This is an optimization exercise on Yosys and OpenROAD, whose aim is small area and a short achievable clock period, not a production implementation. Where RTL was checked, it was by simulation tests only, not by an equivalence proof against the original. No activity file was given, so power comes from the tool's default toggle rates.

Setup of 09-09:
Design CannyEdge, start of the top module:
module CannyEdge(dAddrRegRow, dAddrRegCol, bWE, bCE, InData, OutData,
	OPMode, bOPEnable, dReadReg, dWriteReg,	clk, rst_b);
export LEC_CHECK = 0
export CAP_MARGIN = 5
export CORE_MARGIN = 2
export CORE_UTILIZATION = 40
export SLEW_MARGIN = 5
create_clock -name core_clock -period 10.0 [get_ports {clk}]
standard.sh (not shown) runs the stock make flow with config.mk's settings and CLKGATE_MAP_FILE= SYNTH_SCRIPT=/design/flow/synth_recipe.tcl, a recipe that flattens the netlist after the stock synthesis.
==> flow/flow/run.sh <==
#!/bin/bash
# Layout flow: the standard flow (standard.sh), unchanged synthesis, plus
#  1. fapol.py on the synthesized netlist: full adders are self-dual, so
#     each fa cell may be fed complemented inputs and give complemented
#     outputs; fapol picks the polarities that need the fewest inverters
#     and rewrites the netlist (registers and ports untouched).
#  2. port buffers of a plain buffer cell (buf_2) instead of the default pick,
#  3. the resizer's setup margin raised so repair_timing keeps shortening
#     the critical paths past the 10 ns constraint,
#  4. a clock tree of smaller buffers and no dummy loads.
# Each tool's output goes to a log file in this folder.
set -u
R=orfs/results/${FLOW_PLATFORM:-sky130hd}/CannyEdge/base
export BUFFER_PORTS_ARGS="-buffer_cell sky130_fd_sc_hd__buf_2"
export SETUP_SLACK_MARGIN=${MARGIN:-6.2}
export CTS_ARGS="-sink_clustering_enable -repair_clock_nets -dont_use_dummy_load -buf_list sky130_fd_sc_hd__clkbuf_8 -sink_clustering_size 16 -sink_clustering_max_diameter 60"
bash standard.sh synth > synth.log 2>&1 || exit 1
if python3 flow/fapol.py $R/1_2_yosys.v $R/1_2_yosys_fapol.v > fapol.log 2>&1; then
  cp $R/1_2_yosys.v $R/1_2_yosys_std.v
  cp $R/1_2_yosys_fapol.v $R/1_2_yosys.v
  rm -f $R/1_synth.odb $R/1_synth.sdc
fi
bash standard.sh > standard.log 2>&1
Other scripts of this flow, unchanged in this note and not shown: flow/flow/fapol.py
For 02-04, these inputs were changed with respect to 09-09:
diff --git a/flow/config.mk b/flow/config.mk
--- a/flow/config.mk
+++ b/flow/config.mk
@@ -6,6 +6,7 @@
 export NUM_CORES = 4
 export LEC_CHECK = 0
-export CAP_MARGIN = 5
+export CAP_MARGIN = 20
 export CORE_MARGIN = 2
 export CORE_UTILIZATION = 40
-export SLEW_MARGIN = 5
+export SLEW_MARGIN = 20
+export TNS_END_PERCENT = 30
## What came out
- In 02-04 relative to 09-09, via count had gone down by a few percent.
- 02-04 | status: complete | timing, DRC, antenna: pass
- Going from 09-09 to 02-04, total power now smaller, number of buffers added by the clock tree synthesis step now smaller, clock-buffer cell count now smaller.
- The final core utilization reported for 02-04 is smaller than that of 09-09 by 0.80 points.
- Going from 09-09 to 02-04, the clock power was found to have gone down by about 9%.
- Wire length (higher): 09-09
- In 02-04 relative to 09-09, number of signal-net buffers in the layout had gone down by more than 10%.
- Between 02-04 and 09-09, the required time at the endpoint of the critical path figures differ only marginally.
- Compared with 09-09, in 02-04 global-route usage dropped 2.5 points, final worst-path cycle share climbed 0.36 points.
- 09-09 reports its cell at the slowest stage of the critical path as sky130_fd_sc_hd__fa_2 while 02-04 reports sky130_fd_sc_hd__edfxtp_1.

Another version of the RTL of CannyEdge (not shown whole).
Size in the first run: roughly 1800 cells after synthesis, about 300 flip-flops, roughly 0.023 mm2 of cells after synthesis.
// CannyEdge
module CannyEdge(dAddrRegRow, dAddrRegCol, bWE, bCE, InData, OutData,
	OPMode, bOPEnable, dReadReg, dWriteReg,	clk, rst_b);
Settings: LEC_CHECK=0, CAP_MARGIN=20, CORE_MARGIN=2, CORE_UTILIZATION=40, SLEW_MARGIN=20; clock period 10.0 ns.
==> flow/flow/run.sh <==
#!/bin/bash
# The standard layout (standard.sh), with:
#  - port buffers of a plain buffer cell (buf_2) instead of the default pick,
#  - the resizer's setup margin raised so repair_timing keeps shortening
#    the critical paths past the 10 ns constraint,
#  - a clock tree of smaller buffers and no dummy loads.
export BUFFER_PORTS_ARGS="-buffer_cell sky130_fd_sc_hd__buf_2"
export SETUP_SLACK_MARGIN=6
export CTS_ARGS="-sink_clustering_enable -repair_clock_nets -dont_use_dummy_load -buf_list sky130_fd_sc_hd__clkbuf_8 -sink_clustering_size 16 -sink_clustering_max_diameter 60"
bash standard.sh > standard.log 2>&1
The starting point completed with no timing, DRC or antenna violations.
Next try:
==> flow/run.sh (new file) <==
#!/bin/bash
# synth_recipe.tcl (not shown) runs the flow's synth.tcl, then flattens the netlist and writes it again
# the make line also repeats each setting of config.mk as NAME=value (left out here)
make -C /OpenROAD-flow-scripts/flow DESIGN_CONFIG=/design/flow/config.mk WORK_HOME=/design/flow/orfs CLKGATE_MAP_FILE= SYNTH_SCRIPT=/design/flow/synth_recipe.tcl finish
- SETUP_SLACK_MARGIN: unset -> 5
removed: flow/flow/run.sh
removed: flow/standard.sh
Final cell count decreases by about 3%.
Hold slack is worse by 0.012 ns.
Synthesized cell count is unchanged.
Via count fell by about 5%.
Setup slack got worse by 0.54 ns.
Design area fell by about 2.3%.
Wire length climbs by about 0.65%.
Fmax is lower by 11%.
Total power rises by about 26%.
Next try:
==> flow/flow/run.sh (new file) <==
#!/bin/bash
# The standard layout (standard.sh), with:
#  - port buffers of a plain buffer cell (buf_2) instead of the default pick,
#  - the resizer's setup margin raised so repair_timing keeps shortening
#    the critical paths past the 10 ns constraint.
export BUFFER_PORTS_ARGS="-buffer_cell sky130_fd_sc_hd__buf_2"
export SETUP_SLACK_MARGIN=5.5
bash standard.sh > standard.log 2>&1
==> flow/standard.sh (new file) <==
#!/bin/bash
# synth_recipe.tcl (not shown) runs the flow's synth.tcl, then flattens the netlist and writes it again
# the make line also repeats each setting of config.mk as NAME=value (left out here)
make -C /OpenROAD-flow-scripts/flow DESIGN_CONFIG=/design/flow/config.mk WORK_HOME=/design/flow/orfs CLKGATE_MAP_FILE= SYNTH_SCRIPT=/design/flow/synth_recipe.tcl "${@:-finish}"
- SETUP_SLACK_MARGIN: 5 -> unset
removed: flow/run.sh
Wire length shrinks by about 3%.
Global-route usage falls by 0.96 points.
Setup slack is better by 0.48 ns.
Worst hold slack barely changes.
Cell count climbs by about 1%.
Cell area stays flat.
Function was not checked in any run of this note: the RTL went through the layout flow alone.

re-timing with driven ports:
The flow's constraints put no driver on any port. The routed layouts listed below were extracted and timed again, unchanged, in two steps.
Step 1, drivers: a clkbuf_16 drives clk and a buf_2 each remaining input, both assumed.
Step 2, shift: input delay + t, output delay - t, t = (earliest + latest rising clock arrival at the registers) / 2. This alone moves slack from input paths to output paths.
Three values: ideal ports, drivers, drivers and shift; two values: the first two.
| run | t, ns | slack for setup (ns) | latest minus earliest clock arrival (ns) | worst register clock-pin slew, ns | worst slew at a driven data input, ns |
|---|---|---|---|---|---|
| 09-09 | 0.704 | 6.171 / 6.171 / 5.552 | 0.072 / 0.072 | 0.10 / 0.10 | 0.08 |
| 02-04 | 0.649 | 6.134 / 6.134 / 5.513 | 0.063 / 0.063 | 0.11 / 0.11 | 0.06 |
| the first run of note 2 | 0.651 | 5.623 / 5.623 / 5.438 | 0.063 / 0.063 | 0.10 / 0.10 | 0.04 |
| the second run of note 2 | 0.601 | 5.080 / 5.104 / 4.503 | 0.030 / 0.030 | 0.07 / 0.07 | 0.04 |
| the third run of note 2 | 0.605 | 5.562 / 5.562 / 5.144 | 0.023 / 0.023 | 0.08 / 0.08 | 0.03 |
After both steps setup and hold are still met in every run listed. The setup slack of 02-04, which loses most, moves by 0.000 ns with the drivers and by -0.621 ns with both steps.
